This design comes from an exercise in tuning for small area on the open sky130 flow, not from production work. No functional check of the RTL was part of this run. No activity file was given, so power comes from the tool's default toggle rates.

## design/flow/run.sh

```bash
#!/bin/bash
# synth_recipe.tcl (not shown) runs the flow's synth.tcl, then flattens the netlist and writes it again
# the make line also repeats each setting of config.mk as NAME=value (left out here)
make -C /OpenROAD-flow-scripts/flow DESIGN_CONFIG=/design/flow/config.mk WORK_HOME=/design/flow/orfs CLKGATE_MAP_FILE= SYNTH_SCRIPT=/design/flow/synth_recipe.tcl finish
```

## design/flow/config.mk

```make
export PLATFORM = sky130hd
export DESIGN_NAME = riscv_kernel
export DESIGN_NICKNAME = riscv_kernel
export VERILOG_FILES = /design/flow/design.v
export SDC_FILE = /design/flow/constraint.sdc
export NUM_CORES = 4
export LEC_CHECK = 0
export CAP_MARGIN = 20
export CORE_MARGIN = 2
export CORE_UTILIZATION = 40
export SLEW_MARGIN = 20
```

## design/flow/constraint.sdc

```tcl
create_clock -name core_clock -period 15.0 [get_ports {ap_clk}]
set_input_delay 3.0000 -clock core_clock [delete_from_list [all_inputs] [get_ports {ap_clk}]]
set_output_delay 3.0000 -clock core_clock [all_outputs]
set_load 0.01 [all_outputs]
```

## design/flow/design.v

```verilog
module ALU(
    input [31:0] Operand1,
    input [31:0] Operand2,
    input [3:0] AluType,
    output reg [31:0] AluOut,
	output reg [31:0] AluToPC
);
    wire [63:0] Product;
    assign Product = Operand1 * Operand2;
	always@(*) begin
		case (AluType)
			4'b0000: AluToPC = Operand1 + Operand2;
			4'b1000: AluToPC = Operand1 - Operand2;
			4'b0111: AluToPC = Operand1 & Operand2;
			4'b0110 : AluToPC = Operand1 | Operand2;
			4'b0100: AluToPC = Operand1 ^ Operand2;
			4'b0010: begin
					if(Operand1[31] == Operand2[31]) 
						AluToPC = (Operand1 < Operand2) ? 32'b1 : 32'b0;
					else 
						AluToPC = (Operand1[31] < Operand2[31]) ? 32'b0 : 32'b1; 
                  end
			4'b0011: AluToPC = (Operand1 < Operand2) ? 32'b1 : 32'b0;
			4'b0001: AluToPC = Operand1 << Operand2[4:0];
			4'b0101: AluToPC = Operand1 >> Operand2[4:0];
			4'b1101: AluToPC = $signed(Operand1) >>> Operand2[4:0]; 
			4'b1010: AluToPC = Operand2;
			default: AluToPC = 32'h0;
		endcase
	end
	always@(*) begin
		case (AluType)
			4'b1011: AluOut = Product[31:0];
			default: AluOut = AluToPC;
		endcase
	end
endmodule
module BranchDecision(
    input [2:0] BranchType,
    input [31:0] Operand1,
    input [31:0] Operand2,
    output reg BranchJump
);
	always@(*) begin
		case (BranchType)
			3'b000: BranchJump = 1'b0; 
			3'b110: BranchJump = Operand1 == Operand2 ? 1'b1 : 1'b0; 
			3'b111: BranchJump = Operand1 != Operand2 ? 1'b1 : 1'b0;
			3'b010: BranchJump = $signed(Operand1) < $signed(Operand2) ? 1'b1 : 1'b0;
			3'b011: BranchJump = $signed(Operand1) >= $signed(Operand2) ? 1'b1 : 1'b0;
			3'b100: BranchJump = Operand1 < Operand2 ? 1'b1 : 1'b0; 
			3'b101: BranchJump = Operand1 >= Operand2 ? 1'b1 : 1'b0; 
			default: BranchJump = 1'b0;
		endcase
	end
endmodule
module ControlSignal(
    input [6:0] Opcode,
    input [2:0] Funct3,
    input [6:0] Funct7,
    output reg JalD, 
    output reg JalrD, 
    output reg [2:0] RegWriteD,
    output reg MemToRegD, 
    output reg [3:0] MemWriteD, 
    output reg LoadNpcD, 
    output reg [1:0] RegReadD, 
    output reg [2:0] BranchTypeD, 
    output reg [3:0] AluTypeD, 
    output reg AluSrc1D, 
    output reg [1:0] AluSrc2D, 
    output reg [2:0] ImmType, 
	output reg VecRegWriteD,
    output reg VecSrcSel,
	output reg MemWriteVecD
);
	always@(*) begin
		JalD         =  Opcode == 7'b1101111;  
		JalrD        =  Opcode == 7'b1100111;  
		RegWriteD = Opcode == 7'b1000011 ? (Funct3 == 3'b001 ? 3'b011 : 3'b000) : (Opcode == 7'b0000011 ? Funct3 + 3'b001 : (Opcode == 7'b0100011 || Opcode == 7'b1100011 ? 3'b000 : 3'b011));
		VecRegWriteD =  (Opcode == 7'b1000011 && Funct3 == 3'b010) ? 1'b1 : 1'b0;
		MemWriteVecD =  Opcode == 7'b1000011 && Funct3 == 3'b100;
		MemToRegD    =  Opcode == 7'b0000011;  
		MemWriteD    =  Opcode == 7'b0100011 ? 4'b1111 >> (3'b100 - (3'b001 << Funct3)) : 4'b0000; 
		LoadNpcD     =  Opcode == 7'b1101111 || Opcode == 7'b1100111;  
		RegReadD[1]  =  Opcode != 7'b0110111 && Opcode != 7'b0010111 && Opcode != 7'b1101111;  
		RegReadD[0]  =  Opcode == 7'b0100011 || Opcode == 7'b0110011 || Opcode == 7'b1100011;  
		BranchTypeD  =  Opcode == 7'b1100011 ? Funct3 - 3'b010 : 3'b000;  
		AluSrc1D     =  Opcode == 7'b0010111; 
		AluSrc2D[1]  =  Opcode != 7'b0110011 && Opcode != 7'b1100011 && ~(Opcode == 7'b0010011 && (Funct3 == 3'b001 || Funct3 == 3'b101)); 
		AluSrc2D[0]  =  Opcode == 7'b0010011 && (Funct3 == 3'b001 || Funct3 == 3'b101);
		VecSrcSel = Opcode == 7'b1000011 && Funct3 == 3'b001;
		case(Opcode)
			7'b0000011:   ImmType = 3'd1;
			7'b0100011:  ImmType = 3'd2;
			7'b0010011: ImmType = 3'd1;
			7'b0110111:    ImmType = 3'd4;
			7'b0010111:  ImmType = 3'd4;
			7'b1100011: ImmType = 3'd3;
			7'b1101111:    ImmType = 3'd5;
			7'b1100111:   ImmType = 3'd1;
			7'b1000011: ImmType = Funct3 == 3'b010 ? 3'd1 : 3'd2;
			default:    ImmType = 3'b000;
		endcase
		case(Opcode) 
			7'b0110011: AluTypeD = {1'b0 ,Funct3} + (Funct7 == 7'b0000001 ? 4'b1011 : (Funct7 == 7'b0100000 ? 4'b1000 : 4'b0000));
			7'b0010011: AluTypeD = {1'b0 ,Funct3} + (Funct7 == 7'b0100000 && Funct3 == 3'b101 ? 4'b1000 : 4'b0000);
			7'b0110111:    AluTypeD = 4'b1010;
			7'b1000011: AluTypeD = Funct3 == 3'b001 ? 4'b1111 : 4'b0000;
			default:    AluTypeD = 4'b0000;
		endcase
	end
endmodule
module DataProcess(
    input [31:0] din,
    input [1:0] LoadedBytesSelect,
    input [2:0] RegWriteW,
    output reg [31:0] dout
);    
	always@(*) begin
		case(RegWriteW)
			3'b000: dout = 32'h00000000;
			3'b001: 
				case(LoadedBytesSelect)
					2'b00: dout = {{24{din[7]}}, din[7:0]};
					2'b01: dout = {{24{din[15]}}, din[15:8]};
					2'b10: dout = {{24{din[23]}}, din[23:16]};
					2'b11: dout = {{24{din[31]}}, din[31:24]};
					default: dout = 32'h00000000;
				endcase
			3'b010:
				case(LoadedBytesSelect)
					2'b00: dout = {{16{din[15]}}, din[15:0]};
					2'b10: dout = {{16{din[31]}}, din[31:16]};
					default: dout = 32'h00000000;
				endcase
			3'b011:
				dout = din;
			3'b101:
				case(LoadedBytesSelect)
					2'b00: dout = {{24{1'b0}}, din[7:0]};
					2'b01: dout = {{24{1'b0}}, din[15:8]};
					2'b10: dout = {{24{1'b0}}, din[23:16]};
					2'b11: dout = {{24{1'b0}}, din[31:24]};
					default: dout = 32'h00000000;
				endcase
			3'b110:
				case(LoadedBytesSelect)
					2'b00: dout = {{16{1'b0}}, din[15:0]};
					2'b10: dout = {{16{1'b0}}, din[31:16]};
					default: dout = 32'h00000000;
				endcase
			default: dout = 32'h00000000;
		endcase
	end
endmodule
module HazardSolving(
    input rst,
	input start,
    input BranchE, 
	input JalrE,
	input JalD, 
    input [4:0] Rs1D, 
	input [4:0] Rs2D,
	input [4:0] Rs1E,
	input [4:0] Rs2E,
	input [4:0] RdE,
	input [4:0] RdM,
	input [4:0] RdW,
    input [1:0] RegReadE,
    input MemToRegE,
    input [2:0] RegWriteM, 
    input [2:0] RegWriteW,
    output reg StallF, FlushF, StallD, FlushD, StallE, FlushE, StallM, FlushM, StallW, FlushW,
    output reg [1:0] Forward1E, 
    output reg [1:0] Forward2E
);
	always@(*) begin
		FlushF <= rst; 
		FlushD <= rst || (BranchE || JalrE || JalD);
		FlushE <= rst || (MemToRegE && (RdE == Rs1D || RdE == Rs2D)) || (BranchE || JalrE);
		FlushM <= rst;
		FlushW <= rst;
		StallF <= (~rst && (MemToRegE && (RdE == Rs1D || RdE == Rs2D))) || (~rst && ~start);
		StallD <= (~rst && (MemToRegE && (RdE == Rs1D || RdE == Rs2D))) || (~rst && ~start);
		StallE <= ~rst && ~start; 
		StallM <= ~rst && ~start; 
		StallW <= ~rst && ~start; 
	end
	always@(*) begin
		Forward1E[0] <= RdW != 0 && |RegWriteW && RegReadE[1] && (RdW == Rs1E) && ~(|RegWriteM && RegReadE[1] && (RdM == Rs1E));
		Forward1E[1] <= RdM != 0 && |RegWriteM && RegReadE[1] && (RdM == Rs1E);
		Forward2E[0] <= RdW != 0 && |RegWriteW && RegReadE[0] && (RdW == Rs2E) && ~(|RegWriteM && RegReadE[0] && (RdM == Rs2E));
		Forward2E[1] <= RdM != 0 && |RegWriteM && RegReadE[0] && (RdM == Rs2E);
	end
endmodule
module ImmOperand(
    input [31:7] Instpart,
    input [2:0] ImmType,
    output reg [31:0] Out
);
	always@(*) begin
		case(ImmType)
			3'd1: Out <= { {21{Instpart[31]}}, Instpart[30:20] };
			3'd2: Out <= { {21{Instpart[31]}}, Instpart[30:25], Instpart[11:7] };
			3'd3: Out <= { {20{Instpart[31]}}, Instpart[7], Instpart[30:25], Instpart[11:8], 1'b0 };
			3'd4: Out <= { Instpart[31:12], {12{1'b0}} };
			3'd5: Out <= { {12{Instpart[31]}}, Instpart[19:12], Instpart[20], Instpart[30:21], 1'b0 };
			default: Out <= 32'h0;
		endcase
	end
endmodule
module IFIDreg(
    input clk,
    input en,
    input clear,
    input [31:0] PC_IF, 
    input [31:0] DataInstF, 
    output reg [31:0] DataInstD,
    output reg [31:0] PC_ID
);
    always @(posedge clk) begin
        if(en) begin
            PC_ID <= clear ? 32'b0 : PC_IF;
            DataInstD <= clear ? 32'b0 : DataInstF;
        end
        else begin
            PC_ID <= PC_ID;
            DataInstD <= DataInstD;
        end
    end
endmodule
module IDEXreg (
    input clk,
    input en,
    input clear,
    input [31:0] PC_ID,
    input [31:0] JalNPC,
    input [31:0] ImmD,
    input [4:0] RdD,
    input [4:0] Rs1D,
    input [4:0] Rs2D,
    input [31:0] RegOut1D,
    input [31:0] RegOut2D,
    input [31:0] VecRegOut1D,
    input [31:0] VecRegOut2D,
    input JalrD,
    input [2:0] RegWriteD,
    input MemToRegD,
    input [3:0] MemWriteD,
    input LoadNpcD,
    input [1:0] RegReadD,
    input [2:0] BranchTypeD,
    input [3:0] AluTypeD,
    input AluSrc1D,
    input [1:0] AluSrc2D,
    input VecSrcSelD,
    input VecRegWriteD,
    input MemWriteVecD,
    output reg [31:0] PC_EX,
    output reg [31:0] BrNPC,
    output reg [31:0] ImmE,
    output reg [4:0] RdE,
    output reg [4:0] Rs1E,
    output reg [4:0] Rs2E,
    output reg [31:0] RegOut1E,
    output reg [31:0] RegOut2E,
    output reg [31:0] VecRegOut1E,
    output reg [31:0] VecRegOut2E,
    output reg JalrE,
    output reg [2:0] RegWriteE,
    output reg MemToRegE,
    output reg [3:0] MemWriteE,
    output reg LoadNpcE,
    output reg [1:0] RegReadE,
    output reg [2:0] BranchTypeE,
    output reg [3:0] AluTypeE,
    output reg AluSrc1E,
    output reg [1:0] AluSrc2E,
    output reg VecSrcSelE,
    output reg VecRegWriteE,
    output reg MemWriteVecE
);
    always @(posedge clk) begin
        if (en)
            if (clear) begin
                PC_EX <= 32'b0;
                BrNPC <= 32'b0;
                ImmE <= 32'b0;
                RdE <= 32'b0;
                Rs1E <= 5'b0;
                Rs2E <= 5'b0;
                RegOut1E <= 32'b0;
                RegOut2E <= 32'b0;
                VecRegOut1E <= 32'b0;
                VecRegOut2E <= 32'b0;
                JalrE <= 1'b0;
                RegWriteE <= 1'b0;
                MemToRegE <= 1'b0;
                MemWriteE <= 1'b0;
                LoadNpcE <= 1'b0;
                RegReadE <= 2'b00;
                BranchTypeE <= 3'b0;
                AluTypeE <= 5'b0;
                AluSrc1E <= 1'b0;
                AluSrc2E <= 2'b0;
                VecSrcSelE <= 1'b0;
                VecRegWriteE <= 1'b0;
                MemWriteVecE <= 1'b0;
            end
            else begin
                PC_EX <= PC_ID;
                BrNPC <= JalNPC;
                ImmE <= ImmD;
                RdE <= RdD;
                Rs1E <= Rs1D;
                Rs2E <= Rs2D;
                RegOut1E <= RegOut1D;
                RegOut2E <= RegOut2D;
                VecRegOut1E <= VecRegOut1D;
                VecRegOut2E <= VecRegOut2D;
                JalrE <= JalrD;
                RegWriteE <= RegWriteD;
                MemToRegE <= MemToRegD;
                MemWriteE <= MemWriteD;
                LoadNpcE <= LoadNpcD;
                RegReadE <= RegReadD;
                BranchTypeE <= BranchTypeD;
                AluTypeE <= AluTypeD;
                AluSrc1E <= AluSrc1D;
                AluSrc2E <= AluSrc2D;
                VecSrcSelE <= VecSrcSelD;
                VecRegWriteE <= VecRegWriteD;
                MemWriteVecE <= MemWriteVecD;
            end
        else begin
            PC_EX <= PC_EX;
            BrNPC <= BrNPC;
            ImmE <= ImmE;
            RdE <= RdE;
            Rs1E <= Rs1E;
            Rs2E <= Rs2E;
            RegOut1E <= RegOut1E;
            RegOut2E <= RegOut2E;
            VecRegOut1E <= VecRegOut1D;
            VecRegOut2E <= VecRegOut2E;
            JalrE <= JalrE;
            RegWriteE <= RegWriteE;
            MemToRegE <= MemToRegE;
            MemWriteE <= MemWriteE;
            LoadNpcE <= LoadNpcE;
            RegReadE <= RegReadE;
            BranchTypeE <= BranchTypeE;
            AluTypeE <= AluTypeE;
            AluSrc1E <= AluSrc1E;
            AluSrc2E <= AluSrc2E;
            VecSrcSelE <= VecSrcSelE;
            VecRegWriteE <= VecRegWriteE;
            MemWriteVecE <= MemWriteVecE;
        end
    end
endmodule
module EXMEMreg (
    input clk,
    input en,
    input clear,
    input [31:0] PC_EX,
    input [31:0] AluOutE,
    input [31:0] ForwardData2,
    input [31:0] VecRegOut1E,
    input [31:0] VecRegOut2E,
    input [4:0] RdE,
    input [2:0] RegWriteE,
    input MemToRegE,
    input [3:0] MemWriteE,
    input LoadNpcE,
    input VecSrcSelE,
    input VecRegWriteE,
    input MemWriteVecE,
    output reg [31:0] PC_MEM,
    output reg [31:0] AluOutM,
    output reg [31:0] StoreDataM,
    output reg [4:0] RdM,
    output reg [2:0] RegWriteM,
    output reg MemToRegM,
    output reg [3:0] MemWriteM,
    output reg [63:0] VecRegWriteData,
    output reg LoadNpcM,
    output reg VecSrcSelM,
    output reg VecRegWriteM,
    output reg MemWriteVecM
);
    always @(posedge clk) begin
        if (en) begin
            AluOutM <= clear ? 32'b0 : AluOutE;
            StoreDataM <= clear ? 32'b0 : ForwardData2;
            RdM <= clear ? 5'h0 : RdE;
            PC_MEM <= clear ? 32'b0 : PC_EX;
            RegWriteM <= clear ? 3'b0 : RegWriteE;
            MemToRegM <= clear ? 1'b0 : MemToRegE;
            MemWriteM <= clear ? 4'b0 : MemWriteE;
            LoadNpcM <= clear ? 1'b0 : LoadNpcE;
            VecRegWriteData <= clear ? 64'b0 : {VecRegOut2E, VecRegOut1E};
            VecSrcSelM <= clear ? 64'b0 : VecSrcSelE;
            VecRegWriteM <= clear ? 64'b0 : VecRegWriteE;
            MemWriteVecM <= clear ? 1'b0 : MemWriteVecE;
        end 
        else begin
            AluOutM <= AluOutM;
            StoreDataM <= StoreDataM;
            RdM <= RdM;
            PC_MEM <= PC_MEM;
            RegWriteM <= RegWriteM;
            MemToRegM <= MemToRegM;
            MemWriteM <= MemWriteM;
            LoadNpcM <= LoadNpcM;
            VecRegWriteData <= VecRegWriteData;
            VecSrcSelM <= VecSrcSelM;
            VecRegWriteM <= VecRegWriteM;
            MemWriteVecM <= MemWriteVecM;
        end
    end
endmodule
module MEMWBreg (
    input clk,
    input en,
    input clear,
    input [31:0] AluOutM,
    input [31:0] RamDataM,
    input [63:0] VecDataM,
    output reg [63:0] VecDataW,
    output reg [31:0] RamDataW,
    output reg [1:0] LoadedBytesSelect,
    input  [31:0] ResultM,
    output reg  [31:0] ResultW,
    input  [ 4:0] RdM,
    output reg  [ 4:0] RdW,
    input [2:0] RegWriteM,
    output reg [2:0] RegWriteW,
    input MemToRegM,
    output reg MemToRegW,
    input VecRegWriteM,
    output reg VecRegWriteW
);
    always @(posedge clk) begin
        if (en) begin
            LoadedBytesSelect <= clear ? 2'b00 : AluOutM[1:0];
            RegWriteW <= clear ? 3'b0 : RegWriteM;
            MemToRegW <= clear ? 1'b0 : MemToRegM;
            ResultW <= clear ? 0 : ResultM;
            RdW <= clear ? 5'b0 : RdM;
            RamDataW <= clear ? 32'b0 : RamDataM;
            VecDataW <= VecDataM;
            VecRegWriteW <= clear ? 1'b0 : VecRegWriteM;
        end
        else begin
            LoadedBytesSelect <= LoadedBytesSelect;
            RegWriteW <= RegWriteW;
            MemToRegW <= MemToRegW;
            ResultW <= ResultW;
            RdW <= RdW;
            RamDataW <= RamDataM;
            VecDataW <= VecDataW;
            VecRegWriteW <= VecRegWriteW;
        end
    end
endmodule
module PCGenerator(
    input clk,
    input clear,
    input en,
    input [31:0] PC_IF, 
    input [31:0] JalTarget,
    input [31:0] JalrTarget,
    input [31:0] BranchTarget,
    input JalD,
    input BranchE,
    input JalrE,
    output reg [31:0] PC_Out
);
    always @(posedge clk) begin
        if(clear)
            PC_Out <= 32'd0;
        else if(en) begin
            if(BranchE)
		         PC_Out <= BranchTarget;
            else if(JalrE)
			     PC_Out <= JalrTarget;
		    else if(JalD) 
			     PC_Out <= JalTarget;
		    else
			     PC_Out <= PC_IF + 32'd4;
	    end
	    else 
	       PC_Out <= PC_Out;
	end
endmodule
module RegisterFile(
    input clk,
    input rst,
    input [4:0] Address1,
    input [4:0] Address2,
    input [4:0] Address3,
    input RegWriteEN3,
    input [31:0] RegDataW3,
    output wire [31:0] RegDataR1,
    output wire [31:0] RegDataR2
);
    reg [31:0] RegFile[31:1];
    integer i;
    always@(posedge clk) begin
        if(rst) begin
            for(i=1; i<32; i=i+1)
                RegFile[i] <= 32'b0;
        end
        else if( (RegWriteEN3 == 1'b1) && (Address3 != 5'b0) )
            RegFile[Address3] <= RegDataW3;
    end
    wire wr = RegWriteEN3 && (Address3 != 5'b0);
    assign RegDataR1 = (Address1==5'b0) ? 32'b0 : ((wr && Address1 == Address3) ? RegDataW3 : RegFile[Address1]);
    assign RegDataR2 = (Address2==5'b0) ? 32'b0 : ((wr && Address2 == Address3) ? RegDataW3 : RegFile[Address2]);
endmodule
module VecALU(
    input [31:0] Operand1,
    input [31:0] Operand2,
    input Vec_en,
    input [3:0] AluType,
    output [31:0] AluOut
);
    reg [31:0] a;
    reg [31:0] b;
    assign AluOut = a + b;
    always @(*) begin
        if(Vec_en) begin
            a = Operand1 * Operand1;
            b = Operand2 * Operand2;
        end
        else begin
            a = 32'b0;
            b = 32'b0;
        end
    end
endmodule
module Vec_reg(
    input clk,
    input rst,
    input [1:0] AddressR,
    input [1:0] AddressW,
    input RegWriteEN,
    input [63:0] RegDataW,
    output wire [31:0] RegDataR1,
    output wire [31:0] RegDataR2
);
    reg [31:0] RegFile[3:0];
    integer i;
    wire [1:0] AddressW1 = AddressW + 2'd1;
    wire [1:0] AddressR1 = AddressR + 2'd1;
    always@(posedge clk) begin
        if(rst)
            for(i=0; i<4; i=i+1)
                RegFile[i] <= 32'b0;
        else if(RegWriteEN == 1'b1) begin
                RegFile[AddressW] <= RegDataW[31:0];
                RegFile[AddressW1] <= RegDataW[63:32];
            end
    end
    assign RegDataR1 = (RegWriteEN && AddressR == AddressW) ? RegDataW[31:0] :
                       (RegWriteEN && AddressR == AddressW1) ? RegDataW[63:32] : RegFile[AddressR];
    assign RegDataR2 = (RegWriteEN && AddressR1 == AddressW) ? RegDataW[31:0] :
                       (RegWriteEN && AddressR1 == AddressW1) ? RegDataW[63:32] : RegFile[AddressR1];
endmodule
module riscv_kernel #(
    parameter AddressWidth_imem = 32'd6,   
    parameter AddressWidth_dmem = 32'd5,   
    parameter imem_size = 32'd40,
    parameter DataWidth = 32'd32
) (
    input ap_clk,
    input ap_rst,
    input ap_start,
    output ap_done,
    output ap_idle,
    output [AddressWidth_imem-1:0] imem_address0,
    output imem_ce0,
    input [DataWidth-1:0] imem_q0,
    output [AddressWidth_dmem-1:0] dmem_address0,
    output dmem_ce0,
    output dmem_we0,
    output [DataWidth-1:0] dmem_d0,
    output [63:0] dmem_vecd,
    input [DataWidth-1:0] dmem_q0,
    input [63:0] dmem_vecq,
    output dmem_vec_en
);
  wire StallF, FlushF, StallD, FlushD, StallE, FlushE, StallM, FlushM, StallW, FlushW;
  wire [31:0] PC_In;
  wire [31:0] PC_IF;
  wire [31:0] Inst;
  wire [31:0] PC_ID;
  wire JalD, JalrD, LoadNpcD, MemToRegD, AluSrc1D;
  wire [ 2:0] RegWriteD;
  wire [ 3:0] MemWriteD;
  wire [ 1:0] RegReadD;
  wire [ 2:0] BranchTypeD;
  wire [ 3:0] AluTypeD;
  wire [ 1:0] AluSrc2D;
  wire [ 2:0] RegWriteW;
  wire [ 4:0] RdW;
  wire [31:0] RegWriteData;
  wire [31:0] RamDataW_Ext;
  wire [ 2:0] ImmType;
  wire [31:0] ImmD;
  wire [31:0] JalNPC;
  wire [31:0] BrNPC;
  wire [31:0] ImmE;
  wire [6:0] OpcodeD, Funct7D;
  wire [2:0] Funct3D;
  wire [4:0] Rs1D, Rs2D, RdD;
  wire [4:0] Rs1E, Rs2E, RdE;
  wire [31:0] RegOut1D;
  wire [31:0] RegOut1E;
  wire [31:0] RegOut2D;
  wire [31:0] RegOut2E;
  wire [31:0] VecRegOut1D;
  wire [31:0] VecRegOut2D;
  wire [31:0] VecRegOut1E;
  wire [31:0] VecRegOut2E;
  wire JalrE;
  wire [2:0] RegWriteE;
  wire MemToRegE;
  wire [3:0] MemWriteE;
  wire LoadNpcE;
  wire [1:0] RegReadE;
  wire [2:0] BranchTypeE;
  wire [3:0] AluTypeE;
  wire AluSrc1E;
  wire [1:0] AluSrc2E;
  wire [31:0] Operand1;
  wire [31:0] Operand2;
  wire BranchE;
  wire [31:0] AluOutE;
  wire [31:0] AluOutM;
  wire [31:0] ForwardData1;
  wire [31:0] ForwardData2;
  wire [31:0] PC_EX;
  wire [31:0] StoreDataM;
  wire [4:0] RdM;
  wire [31:0] PC_MEM;
  wire [2:0] RegWriteM;
  wire MemToRegM;
  wire [3:0] MemWriteM;
  wire LoadNpcM;
  wire [31:0] RamDataW;
  wire [63:0] VecDataW;
  wire [31:0] ResultM;
  wire [31:0] ResultW;
  wire MemToRegW;
  wire [1:0] Forward1E;
  wire [1:0] Forward2E;
  wire [1:0] LoadedBytesSelect;
  wire [31:0] AluToPC;
  wire [63:0] VecData_raw;
  reg  kernel_start_reg;
  wire clk = ap_clk;
  wire rst = ap_rst;
  PCGenerator PCGenerator (
      .clk(clk),
      .clear(FlushF),
      .en(~StallF),
      .PC_IF(PC_In),
      .JalrTarget(AluToPC),
      .JalTarget(JalNPC),
      .BranchTarget(BrNPC),
      .BranchE(BranchE),
      .JalD(JalD),
      .JalrE(JalrE),
      .PC_Out(PC_In)
  );
  wire [31:0] DataInstF;
  assign imem_address0 = PC_In[(AddressWidth_imem+1):2];
  assign imem_ce0 = 1'b1;
  assign DataInstF = imem_q0;
  IFIDreg IFIDreg (
      .clk(clk),
      .en(~StallD),
      .clear(FlushD),
      .DataInstF(DataInstF),
      .DataInstD(Inst),
      .PC_IF(PC_In),
      .PC_ID(PC_ID)
  );
  assign {Funct7D, Rs2D, Rs1D, Funct3D, RdD, OpcodeD} = Inst;
  assign JalNPC = ImmD + PC_ID;
  wire VecSrcSelD, VecSrcSelE, VecSrcSelM;
  wire VecRegWriteD, VecRegWriteE, VecRegWriteM, VecRegWriteW;
  wire MemWriteVecD, MemWriteVecE, MemWriteVecM;
  ControlSignal ControlSignal (
      .Opcode(OpcodeD),
      .Funct3(Funct3D),
      .Funct7(Funct7D),
      .JalD(JalD),
      .JalrD(JalrD),
      .RegWriteD(RegWriteD),
      .VecRegWriteD(VecRegWriteD),
      .MemToRegD(MemToRegD),
      .MemWriteD(MemWriteD),
      .LoadNpcD(LoadNpcD),
      .RegReadD(RegReadD),
      .BranchTypeD(BranchTypeD),
      .AluTypeD(AluTypeD),
      .AluSrc1D(AluSrc1D),
      .AluSrc2D(AluSrc2D),
      .ImmType(ImmType),
      .VecSrcSel(VecSrcSelD),
      .MemWriteVecD(MemWriteVecD)
  );
  ImmOperand ImmOperand (
      .Instpart(Inst[31:7]),
      .ImmType(ImmType),
      .Out(ImmD)
  );
  RegisterFile RegisterFile (
      .clk(clk),
      .rst(rst),
      .Address1(Rs1D),
      .Address2(Rs2D),
      .Address3(RdW),
      .RegWriteEN3(|RegWriteW),
      .RegDataW3(RegWriteData),
      .RegDataR1(RegOut1D),
      .RegDataR2(RegOut2D)
  );
  Vec_reg Vec_registerfile (
      .clk(clk),
      .rst(rst),
      .AddressR(Rs2D[1:0]),
      .AddressW(RdW[1:0]),
      .RegWriteEN(VecRegWriteW),
      .RegDataW(VecDataW),
      .RegDataR1(VecRegOut1D),
      .RegDataR2(VecRegOut2D)
  );
  IDEXreg IDEXreg (
      .clk(clk),
      .en(~StallE),
      .clear(FlushE),
      .PC_ID(PC_ID),
      .PC_EX(PC_EX),
      .JalNPC(JalNPC),
      .BrNPC(BrNPC),
      .ImmD(ImmD),
      .ImmE(ImmE),
      .RdD(RdD),
      .RdE(RdE),
      .Rs1D(Rs1D),
      .Rs1E(Rs1E),
      .Rs2D(Rs2D),
      .Rs2E(Rs2E),
      .RegOut1D(RegOut1D),
      .RegOut1E(RegOut1E),
      .RegOut2D(RegOut2D),
      .RegOut2E(RegOut2E),
      .VecRegOut1D(VecRegOut1D),
      .VecRegOut1E(VecRegOut1E),
      .VecRegOut2D(VecRegOut2D),
      .VecRegOut2E(VecRegOut2E),
      .JalrD(JalrD),
      .JalrE(JalrE),
      .RegWriteD(RegWriteD),
      .RegWriteE(RegWriteE),
      .MemToRegD(MemToRegD),
      .MemToRegE(MemToRegE),
      .MemWriteD(MemWriteD),
      .MemWriteE(MemWriteE),
      .LoadNpcD(LoadNpcD),
      .LoadNpcE(LoadNpcE),
      .RegReadD(RegReadD),
      .RegReadE(RegReadE),
      .BranchTypeD(BranchTypeD),
      .BranchTypeE(BranchTypeE),
      .AluTypeD(AluTypeD),
      .AluTypeE(AluTypeE),
      .AluSrc1D(AluSrc1D),
      .AluSrc1E(AluSrc1E),
      .AluSrc2D(AluSrc2D),
      .AluSrc2E(AluSrc2E),
      .VecSrcSelD(VecSrcSelD),
      .VecSrcSelE(VecSrcSelE),
      .VecRegWriteD(VecRegWriteD),
      .VecRegWriteE(VecRegWriteE),
      .MemWriteVecD(MemWriteVecD),
      .MemWriteVecE(MemWriteVecE)
  );
  wire [31:0] VecRegSrc1;
  wire [31:0] VecRegSrc2;
  wire [31:0] VecAluOutE;
  assign VecRegSrc1 = VecRegWriteM && RdM == Rs2E ? VecData_raw[31:0] : VecRegOut1E;
  assign VecRegSrc2 = VecRegWriteM && RdM == Rs2E ? VecData_raw[63:32] : VecRegOut2E;
  assign ForwardData1 = Forward1E[1] ? (AluOutM) : (Forward1E[0] ? RegWriteData : RegOut1E);
  assign Operand1 = AluSrc1E ? PC_EX : ForwardData1;
  assign ForwardData2 = Forward2E[1] ? (AluOutM) : (Forward2E[0] ? RegWriteData : RegOut2E);
  assign Operand2 = AluSrc2E[1] ? (ImmE) : (AluSrc2E[0] ? Rs2E : ForwardData2);
  VecALU u_VecALU (
      .Operand1(VecRegSrc1),
      .Operand2(VecRegSrc2),
      .AluType (),
      .Vec_en  (VecSrcSelE),
      .AluOut  (VecAluOutE)
  );
  ALU ALU (
      .Operand1(Operand1),
      .Operand2(Operand2),
      .AluType (AluTypeE),
      .AluOut  (AluOutE),
      .AluToPC (AluToPC)
  );
  BranchDecision BranchDecision (
      .BranchType(BranchTypeE),
      .Operand1  (Operand1),
      .Operand2  (Operand2),
      .BranchJump(BranchE)
  );
  wire [31:0] AluOut_muxed = VecSrcSelE ? VecAluOutE : AluOutE;
  EXMEMreg EXMEMreg (
      .clk(clk),
      .en(~StallM),
      .clear(FlushM),
      .AluOutE(AluOut_muxed),
      .AluOutM(AluOutM),
      .VecRegOut1E(VecRegOut1E),
      .VecRegOut2E(VecRegOut2E),
      .ForwardData2(ForwardData2),
      .StoreDataM(StoreDataM),
      .RdE(RdE),
      .RdM(RdM),
      .PC_EX(PC_EX),
      .PC_MEM(PC_MEM),
      .RegWriteE(RegWriteE),
      .RegWriteM(RegWriteM),
      .MemToRegE(MemToRegE),
      .MemToRegM(MemToRegM),
      .MemWriteE(MemWriteE),
      .MemWriteM(MemWriteM),
      .LoadNpcE(LoadNpcE),
      .LoadNpcM(LoadNpcM),
      .VecRegWriteData(dmem_vecd),
      .VecSrcSelE(VecSrcSelE),
      .VecSrcSelM(VecSrcSelM),
      .VecRegWriteE(VecRegWriteE),
      .VecRegWriteM(VecRegWriteM),
      .MemWriteVecE(MemWriteVecE),
      .MemWriteVecM(MemWriteVecM)
  );
  assign ResultM = LoadNpcM ? (PC_MEM + 4) : AluOutM;
  wire [31:0] RamData_raw;
  wire [31:0] din;
  wire [ 3:0] WriteEN;
  assign din = StoreDataM << ({3'b000, AluOutM[1:0]} << 3'd3);
  assign WriteEN = MemWriteM << AluOutM[1:0];
  assign dmem_vec_en = MemWriteVecM;
  wire [31:0] d0;
  assign d0[31:24] = WriteEN[3] ? din[31:24] : 8'b0;
  assign d0[23:16] = WriteEN[2] ? din[23:16] : 8'b0;
  assign d0[15:8] = WriteEN[1] ? din[15:8] : 8'b0;
  assign d0[7:0] = WriteEN[0] ? din[7:0] : 8'b0;
  assign dmem_address0 = AluOutM[(AddressWidth_dmem+1):2];
  assign dmem_ce0 = 1'b1;
  assign dmem_we0 = |WriteEN || MemWriteVecM;
  assign dmem_d0 = d0;
  assign RamData_raw = dmem_q0;
  assign VecData_raw = dmem_vecq;
  MEMWBreg MEMWBreg (
      .clk(clk),
      .en(~StallW),
      .clear(FlushW),
      .AluOutM(AluOutM),
      .RamDataM(RamData_raw),
      .VecDataM(VecData_raw),
      .VecDataW(VecDataW),
      .RamDataW(RamDataW),
      .LoadedBytesSelect(LoadedBytesSelect),
      .ResultM(ResultM),
      .ResultW(ResultW),
      .RdM(RdM),
      .RdW(RdW),
      .RegWriteM(RegWriteM),
      .RegWriteW(RegWriteW),
      .MemToRegM(MemToRegM),
      .MemToRegW(MemToRegW),
      .VecRegWriteM(VecRegWriteM),
      .VecRegWriteW(VecRegWriteW)
  );
  DataProcess DataProcess (
      .din(RamDataW),
      .LoadedBytesSelect(LoadedBytesSelect),
      .RegWriteW(RegWriteW),
      .dout(RamDataW_Ext)
  );
  assign RegWriteData = ~MemToRegW ? ResultW : RamDataW_Ext;
  HazardSolving HazardSolving (
      .rst(rst),
      .start(kernel_start_reg),
      .BranchE(BranchE),
      .JalrE(JalrE),
      .JalD(JalD),
      .Rs1D(Rs1D),
      .Rs2D(Rs2D),
      .Rs1E(Rs1E),
      .Rs2E(Rs2E),
      .RegReadE(RegReadE),
      .MemToRegE(MemToRegE),
      .RdE(RdE),
      .RdM(RdM),
      .RegWriteM(RegWriteM),
      .RdW(RdW),
      .RegWriteW(RegWriteW),
      .StallF(StallF),
      .FlushF(FlushF),
      .StallD(StallD),
      .FlushD(FlushD),
      .StallE(StallE),
      .FlushE(FlushE),
      .StallM(StallM),
      .FlushM(FlushM),
      .StallW(StallW),
      .FlushW(FlushW),
      .Forward1E(Forward1E),
      .Forward2E(Forward2E)
  );
  wire kernel_done = PC_In[(AddressWidth_imem+1):2] == (imem_size);
  reg  kernel_done_reg;
  reg  kernel_idle_reg;
  always @(posedge clk) begin
    if (rst) kernel_idle_reg <= 1'b0;
    else if (PC_In[(AddressWidth_imem+1):2] == (imem_size - 1)) kernel_idle_reg <= 1'b1;
    else kernel_idle_reg <= kernel_idle_reg;
  end
  always @(posedge clk) begin
    if (rst) kernel_start_reg <= 1'b0;
    else if (ap_start) kernel_start_reg <= 1'b1;
    else kernel_start_reg <= kernel_start_reg;
  end
  assign ap_done = kernel_done;
  assign ap_idle = kernel_idle_reg;
endmodule
```

==> summary.txt <==
final timing paths:
path,start,to,slack (ns),depth (start not counted)
setup / recovery,MEMWBreg.RdW[1],EXMEMreg.AluOutM[31],2.18,35
hold / removal,IDEXreg.BrNPC[12],PCGenerator.PC_Out[12],0.48,2
setup reg to reg,MEMWBreg.RdW[1],EXMEMreg.AluOutM[31],2.18,35
hold reg to reg,IDEXreg.BrNPC[12],PCGenerator.PC_Out[12],0.48,2
tightest hold or removal path, cell delays in order (launching register included):
cell	delay, ns
edfxtp_1	0.32
a22oi_1	0.06
o21ai_0	0.06
report_power, final:
part           internal (uW)  total, uW  leakage, uW  switching (uW)
sequential              6030       6410       0.0189             372
combinational           8070      22200       0.0418           14200
clock                   2590       4710      0.00287            2120
cell usage after synthesis (61+ instances only):
master	n	area (sq um)
edfxtp_1	1732	52000
nand2_1	827	3100
and2_1	217	1360
o21ai_0	274	1370
buf_1	133	499
a21oi_1	296	1480
mux4_2	705	15900
nor2_1	2119	7950
xor2_1	109	955
a21o_1	86	646
a211oi_1	268	2010
fa_1	1146	22900
and3_1	61	382
dfxtp_1	100	2000
mux2_2	72	811
clkbuf_1	676	2540
xnor2_1	207	1810
buf_2	62	310
a32o_1	106	1060
inv_1	1367	5130
ha_1	548	6860
nor2b_1	279	1750
o211ai_1	104	781
nor3_1	110	551
mux2i_1	287	2870
nand3_1	82	410
cell type report:
class / count / area [sq um]
fillers: 33700 / 201000
multi-input cells: 8736 / 82500
flip-flops and latches: 1832 / 54000
well taps: 4773 / 5970
inverters: 1412 / 5310
clock buffers: 244 / 5060
repair buffers: 579 / 5040
clock inverters: 93 / 816
diodes: 42 / 105
logic make-up after synthesis:
group | share of synthesized area (%)
AND/OR/NAND/NOR | 11.8
buffers and inverters | 6.21
flip-flops | 37.3
AO/OA/AOI/OAI | 8.45
adder cells (fa/ha/maj) | 20.6
multiplexers | 13.5
XOR/XNOR | 2.05
other | 0.00519
stage by stage:
| stage | instances | area [sq um] |
|---|---|---|
| detailed placement | 17300 | 153000 |
| floorplan | 12900 | 145000 |
| global route | 17700 | 159000 |
| global placement | 17300 | 153000 |
| CTS | 17700 | 159000 |
| finish | 17700 | 159000 |
per-layer routing:
metal	part of all wire, %	global-route usage (%)	vias up
li1	-	-	44600
met1	37	38.3	54400
met2	45	45.0	6512
met5	0.014	0	-
met3	11	6.52	1299
met4	6.8	16.9	12
==> qor.txt <==
Die Span X - 605 um
Design Power - 33300 uW
post-DP HPWL - 382000 um
Pre-Repair DR Iteration Count - 9
CTS HTree Levels - 4
vias in the first global route - 107000
Overflow after GRT - 0
ys async rst share - 0%
most common cell after layout, fill and taps aside - nor2_1
status - no timing/DRC/antenna violations
Synth Area per Inst - 11.3 sq um
Initial Utilization - 40.2%
Worst-path clk slew - 0.06 ns
Iteration-0 DRC Markers - 14100
hold_buf cts - 0
Antenna Nets Post-Route - 0
# IOs - 244
Top reg by flops - RegisterFile.RegFile
Via density - 6.03
initial antenna violation count - 49
MaxCap Viol Count - 0
clock latency on the worst-skew pair - 0.92 ns
DRC - 0
Main synth FF type - edfxtp_1
yosys warns - 15
Largest register FFs - 1024
row count - 220
Crit path top cell by count - fa_1
Tcrit/Tclk final - 85.5%
FMAX - 78.0 MHz
Final min period - 12.82 ns
die area - 367000 sq um
Worst setup EP type - register
Worst Path Arrival - 13.47 ns
most frequent cells in the layout - nor2_1, edfxtp_1, inv_1, fa_1, nand2_1
final setup violation count - 0
Synth Instances - 12900
Hold/Removal Path Class - reg2reg
Post CTS Setup Buffer Count - 0
Post-CTS Resized - 0
Power Dens Cells - 210 nW/um^2
Crit path max-delay family - adder cells
post-synthesis sequential area ratio - 37.3%
synthesized area - 145000 sq um
CTS Sinks - 1832
Max rail drop VDD - 0.520 mV
LEAKAGE - 0.0636 uW
NumNets Final - 14600
slowest stage cell on the critical path - nor4_1
first-pass GRT wire length - 773000 um
clk buf depth - 4
Crit path buffers/inverters - 5
RSZ-0062 raised after global routing - no
Final GP Congestion - 1.02
IO Port Bufs - 241
Post-synth EDFFs - 1732
largest net degree at the start of global routing - 188
worst slack at placement - 1.62 ns
share of cells above drive strength 1 - 12.8%
CP max FO - 13
gr usage total - 29.3%
nature of the critical path startpoint - register
Distinct cells, synth - 120
worst setup margin - 2.18 ns
critical path type - reg2reg
final WL - 543000 um
Slew Limit Fails - 0
setup TNS - 0 ns
final core occ - 44.2%
Largest regs - RegisterFile.RegFile: 1024 flops, Vec_registerfile.RegFile: 128 flops
clock buffer count from CTS - 191
CTS tree - built
Slew @ Worst Pin - 1.31 ns
Required @ worst endpoint - 15.65 ns
Hold WS - 0.476 ns
Worst path max stage delay - 0.83 ns
Fin Clk Skew - 0.115 ns
Placeable Area - 359000 sq um
final hold viol count - 0
DR vias - 107000
Area Growth Syn to Fin - 9.77%
Rel. slew slack - 12.1%
DIE HEIGHT - 605 um
WL per Instance - 30.6 um
CTS root buffer - clkbuf_16
FF+latch count, synth - 1832

what the ideal ports hide:
How much do the figures lean on ideal ports? The routed layout below was timed once more, with nothing changed but the port constraints. Step 1 (the two cells are an assumption about what drives the block):
set clk [get_ports {ap_clk}]
set_driving_cell -lib_cell sky130_fd_sc_hd__clkbuf_16 $clk
set_driving_cell -lib_cell sky130_fd_sc_hd__buf_2 [delete_from_list [all_inputs] $clk]
Step 2 adds t to the input delays and takes it off the output delays; t is the mean of the earliest and latest rising clock arrival at the registers after step 1. Input paths then give back, and output paths get back, about the clock's delay inside the block. Slacks: ideal ports / drivers / drivers and shift; pairs: ideal ports / drivers.
t, ns: 0.940
slack for setup (ns): 2.181 / 2.181 / 1.440
latest minus earliest clock arrival (ns): 0.123 / 0.123
After both steps setup and hold are still met in this run. For this run, drivers alone change the setup slack by 0.000 ns; drivers and shift together by -0.741 ns.
